From an optimization exercise on the open Yosys and OpenROAD flow, aimed at small area; shortcuts taken in it are not production practice. Where RTL was checked, it was by simulation tests only, not by an equivalence proof against the original. No activity file was given, so power comes from the tool's default toggle rates.

Setup of build 23:
Design top, start of the top module:
module top (
input clk_12m,       
input rst_n,     
output led1,     
output led2,      
output          	lcd_rst     ,
output				lcd_blk		,
output          	lcd_dc      ,
output          	lcd_sclk    ,
output          	lcd_mosi    ,
output          	lcd_cs   ,
input				uart_rx,		 
output				uart_tx,
input		[3:0]	col,
output	    [3:0]	row,
output led_song,
output			    beeper
);
Size: roughly 22 I/O pins.
export LEC_CHECK = 0
export CAP_MARGIN = 20
export CORE_MARGIN = 2
export CORE_UTILIZATION = 70
export PLACE_DENSITY = 0.85
export SLEW_MARGIN = 20
create_clock -name core_clock -period 10.0 [get_ports {clk_12m}]
standard.sh (not shown) runs the stock make flow with config.mk's settings and CLKGATE_MAP_FILE= SYNTH_SCRIPT=/design/flow/synth_recipe.tcl, a recipe that flattens the netlist after the stock synthesis.
==> flow/flow/run.sh <==
#!/bin/bash
set -euo pipefail
export CTS_ARGS="-sink_clustering_enable -repair_clock_nets -sink_clustering_size 27 -sink_clustering_max_diameter 60 -buf_list sky130_fd_sc_hd__clkbuf_16 -dont_use_dummy_load"
bash standard.sh > standard.log 2>&1
Build 23 | stages: all done | timing, DRC, antenna: all pass
Relative to build 23, the following input files were edited for build 9:
==> flow/flow/run.sh <==
#!/bin/bash
set -euo pipefail
export CTS_ARGS="-sink_clustering_enable -repair_clock_nets -sink_clustering_size 32 -sink_clustering_max_diameter 45 -buf_list sky130_fd_sc_hd__clkbuf_16 -dont_use_dummy_load"
bash standard.sh > standard.log 2>&1
diff --git a/flow/config.mk b/flow/config.mk
--- a/flow/config.mk
+++ b/flow/config.mk
@@ -9,4 +9,4 @@
 export CORE_MARGIN = 2
-export CORE_UTILIZATION = 70
-export PLACE_DENSITY = 0.85
+export CORE_UTILIZATION = 75
+export PLACE_DENSITY = 0.92
 export SLEW_MARGIN = 20
Of build 23 and build 9, only build 9 fails to reach the end of the flow.
Build 9 did not run to completion, as it errored out during clock tree synthesis (4_1_cts).
Build 9 -> build 23: synthesized-area fraction occupied by ao, oa, aoi and oai cells flat
Build 23 -> build 9: count of mapped cells out of synthesis flat
Delta (build 9 minus build 23): post-placement setup slack -0.58 ns, count of standard-cell rows -3.5%, detailed placement HPWL +22%, final estimated routing congestion in global placement +about 0.5%.
### build 9 -> build 46
==> flow/flow/run.sh <==
#!/bin/bash
set -euo pipefail
export CTS_ARGS="-sink_clustering_enable -repair_clock_nets -sink_clustering_size 29 -sink_clustering_max_diameter 60 -buf_list sky130_fd_sc_hd__clkbuf_16 -dont_use_dummy_load"
bash standard.sh > standard.log 2>&1
diff --git a/flow/config.mk b/flow/config.mk
--- a/flow/config.mk
+++ b/flow/config.mk
@@ -9,4 +9,4 @@
 export CORE_MARGIN = 2
-export CORE_UTILIZATION = 75
-export PLACE_DENSITY = 0.92
+export CORE_UTILIZATION = 70
+export PLACE_DENSITY = 0.85
 export SLEW_MARGIN = 20
- Build 46 completed; timing, DRC and antenna clean
- Changes observed in build 46 relative to build 9: weighted congestion at the end of routability-driven global placement dropped 0.53%, fraction of synthesized area in multiplexers barely changed, initial core utilization dropped 5.1 points.
- In the metrics for build 46 and build 9, the one carrying the lower post-DP HPWL is build 46.
- The area of placed instances was comparable across build 46 and build 9.
- Reported for build 46 and build 9, number of hold buffers added after CTS turned out identical to the last digit.
- Compared with build 9, in build 46 die boundary width went up about 3.5%; count of placed standard cells including taps went up 139.

---

## JK
top, a different RTL version from the one above (not shown whole).
Size in the first run: about 6800 cells after synthesis, about 4700 flip-flops, roughly 110000 um2 of cells after synthesis.
export LEC_CHECK = 0
export CAP_MARGIN = 20
export CORE_MARGIN = 2
export CORE_UTILIZATION = 40
export CTS_BUF_LIST = sky130_fd_sc_hd__clkbuf_16
export CTS_CLUSTER_DIAMETER = 35
export CTS_CLUSTER_SIZE = 32
export SLEW_MARGIN = 20
create_clock -name core_clock -period 10.0 [get_ports {clk_12m}]
run.sh (not shown) runs the stock make flow with config.mk's settings and CLKGATE_MAP_FILE= SYNTH_SCRIPT=/design/flow/synth_recipe.tcl, a recipe that flattens the netlist after the stock synthesis.
Stock flow here: none of the scripts above is used.
JK went all the way through the flow, and no timing, DRC or antenna check failed.
Input changes introduced in MS (baseline for comparison: JK):
# JK
export LEC_CHECK = 0
export CAP_MARGIN = 20
export CORE_MARGIN = 2
export CORE_UTILIZATION = 40
export CTS_BUF_LIST = sky130_fd_sc_hd__clkbuf_16
export CTS_CLUSTER_DIAMETER = 35
export CTS_CLUSTER_SIZE = 32
export SLEW_MARGIN = 20
create_clock -name core_clock -period 10.0 [get_ports {clk_12m}]
# MS
export LEC_CHECK = 0
export CAP_MARGIN = 20
export CORE_MARGIN = 2
export CORE_UTILIZATION = 40
export CTS_BUF_LIST = sky130_fd_sc_hd__clkbuf_16
export CTS_CLUSTER_DIAMETER = 50
export CTS_CLUSTER_SIZE = 25
export SLEW_MARGIN = 20
create_clock -name core_clock -period 10.0 [get_ports {clk_12m}]
- MS reached the end of the flow, and the finished layout is clean on the timing, design-rule and antenna checks.
- Portion of the clock cycle consumed by the worst path in the final layout is lower on MS
- Compared with JK, in MS clock period minus final worst setup slack fell 0.064 ns, worst hold slack rose 0.020 ns, total power after layout fell 0.0038 W, clock power fell 22%.
Function was not checked in any run of this note: the RTL went through the layout flow alone.

---

top, a different RTL version from the one above (not shown whole).
Size in the first run: roughly 7200 cells after synthesis.
Design top, start of the top module:
module top (
input clk_12m,       
input rst_n,     
output led1,     
output led2,      
output          	lcd_rst     ,
output				lcd_blk		,
output          	lcd_dc      ,
output          	lcd_sclk    ,
output          	lcd_mosi    ,
output          	lcd_cs   ,
input				uart_rx,		 
output				uart_tx,
input		[3:0]	col,
output	    [3:0]	row,
output led_song,
output			    beeper
);
clock: 10.0 ns
lec_check: 0
abc_area: 1
cap_margin: 20
core_margin: 2
core_utilization: 70
place_density: 0.85
slew_margin: 20
standard.sh (not shown) runs the stock make flow with config.mk's settings and CLKGATE_MAP_FILE= SYNTH_SCRIPT=/design/flow/synth_recipe.tcl, a recipe that flattens the netlist after the stock synthesis.
==> flow/flow/run.sh <==
#!/bin/bash
set -euo pipefail
export CTS_ARGS="-sink_clustering_enable -repair_clock_nets -sink_clustering_size 28 -sink_clustering_max_diameter 60 -buf_list sky130_fd_sc_hd__clkbuf_16 -dont_use_dummy_load"
bash standard.sh > standard.log 2>&1
The first run passed the timing, design-rule and antenna checks.
Change:
==> flow/flow/run.sh (replaced) <==
#!/bin/bash
set -euo pipefail
export CTS_ARGS="-sink_clustering_enable -repair_clock_nets -sink_clustering_size 29 -sink_clustering_max_diameter 60 -buf_list sky130_fd_sc_hd__clkbuf_16 -dont_use_dummy_load"
bash standard.sh > standard.log 2>&1
ABC_AREA = not set   (was 1)
What happened: The changed run ran to the end with no violations. Setup slack is better by 0.093 ns. Synthesized cell count is lower by 7.8%. Cell area hardly moves. First-iteration DRC count is lower by 22%. Sequential share of layout area stays flat. Die area is about the same. Sequential power barely changes. Clock-buffer cell count is lower by 3.

---

v6:
Another version of the RTL of top (not shown whole).
For scale: roughly 6800 cells after synthesis, ~4700 flip-flops, ~22 I/O pins, roughly 110000 um2 of cells after synthesis.
clock: 10.0 ns
lec_check: 0
cap_margin: 20
core_margin: 2
core_utilization: 70
place_density: 0.85
slew_margin: 20
==> flow/flow/run.sh <==
#!/bin/bash
set -euo pipefail
export CTS_ARGS="-sink_clustering_enable -repair_clock_nets -sink_clustering_size 27 -sink_clustering_max_diameter 60 -buf_list sky130_fd_sc_hd__clkbuf_16 -dont_use_dummy_load"
bash standard.sh > standard.log 2>&1
The inputs of v7 differ from those of v6 as listed below.
Settings: CTS_CLUSTER_DIAMETER now 60, previously not set; CTS_BUF_LIST now sky130_fd_sc_hd__clkbuf_16, previously not set; CTS_CLUSTER_SIZE now 27, previously not set.
==> flow/run.sh (new file) <==
#!/bin/bash
# synth_recipe.tcl (not shown) runs the flow's synth.tcl, then flattens the netlist and writes it again
# the make line also repeats each setting of config.mk as NAME=value (left out here)
make -C /OpenROAD-flow-scripts/flow DESIGN_CONFIG=/design/flow/config.mk WORK_HOME=/design/flow/orfs CLKGATE_MAP_FILE= SYNTH_SCRIPT=/design/flow/synth_recipe.tcl finish
removed: flow/flow/run.sh
removed: flow/standard.sh
Findings:
Any difference in met2 layer usage reported by global route between v7 and v6 is small enough to ignore. In v7, post-layout total power is higher than in v6. Status: via count parity (v7, v6). From v6 to v7, tapcell count did not move at all. v7 vs v6 — average via count per standard cell dropped slightly.

---

top, a different RTL version from the one above (not shown whole).
For scale: about 7700 cells after synthesis, ~4700 flip-flops, about 110000 µm² of cells after synthesis.
export LEC_CHECK = 0
export ABC_AREA = 1
export CAP_MARGIN = 20
export CORE_MARGIN = 2
export CORE_UTILIZATION = 40
export SLEW_MARGIN = 20
create_clock -name core_clock -period 10.0 [get_ports {clk_12m}]
run.sh (not shown) runs the stock make flow with config.mk's settings and CLKGATE_MAP_FILE= SYNTH_SCRIPT=/design/flow/synth_recipe.tcl, a recipe that flattens the netlist after the stock synthesis.
Stock flow here: none of the scripts above is used.
The first run completed with no timing, DRC or antenna violations.
Next try:
--- a/flow/config.mk
+++ b/flow/config.mk
@@ -7,3 +7,2 @@
 export LEC_CHECK = 0
-export ABC_AREA = 1
 export CAP_MARGIN = 20
=> Final area is lower by 0.93%. Power barely changes. Worst setup slack gains 0.16 ns. Wire length is lower by 8.7%. Area after synthesis is lower by 0.92%.

-- separate check: timing with driven ports --
No port has a modelled driver above. Below, the same layouts with a new extraction and two added sets of constraints. Step 1: set_driving_cell puts a clkbuf_16 on clk_12m and a buf_2 on each other input, an assumption about the parent block. Step 2 also shifts input and output timing later by t, the mid clock arrival at the registers, as if the neighbouring blocks saw the same clock. a / b / c = no drivers / after step 1 / after step 2; a / b = the first two.
| run | t, ns | setup slack, ns | clock arrival spread, ns | worst register clock-pin slew, ns |
|---|---|---|---|---|
| build 23 | 0.889 | 5.104 / 5.104 / 5.104 | 0.124 / 0.124 | 0.12 / 0.12 |
| build 46 | 0.883 | 5.476 / 5.399 / 5.540 | 0.143 / 0.143 | 0.12 / 0.12 |
| JK | 0.948 | 5.302 / 5.216 / 5.817 | 0.122 / 0.122 | 0.08 / 0.08 |
| MS | 0.908 | 5.365 / 5.278 / 5.806 | 0.106 / 0.106 | 0.09 / 0.09 |
| the first run of note 3 | 0.924 | 5.361 / 5.265 / 6.064 | 0.157 / 0.156 | 0.13 / 0.13 |
| the second run of note 3 | 0.885 | 5.454 / 5.371 / 5.639 | 0.160 / 0.161 | 0.11 / 0.11 |
| v6 | 0.897 | 5.397 / 5.397 / 5.397 | 0.138 / 0.138 | 0.12 / 0.12 |
| v7 | 0.936 | 5.303 / 5.303 / 5.303 | 0.081 / 0.081 | 0.12 / 0.12 |
| the first run of note 5 | 0.989 | 5.310 / 5.218 / 6.153 | 0.088 / 0.087 | 0.07 / 0.07 |
| the second run of note 5 | 0.976 | 5.470 / 5.386 / 5.644 | 0.087 / 0.087 | 0.07 / 0.07 |
After both steps setup and hold are still met in every run listed.
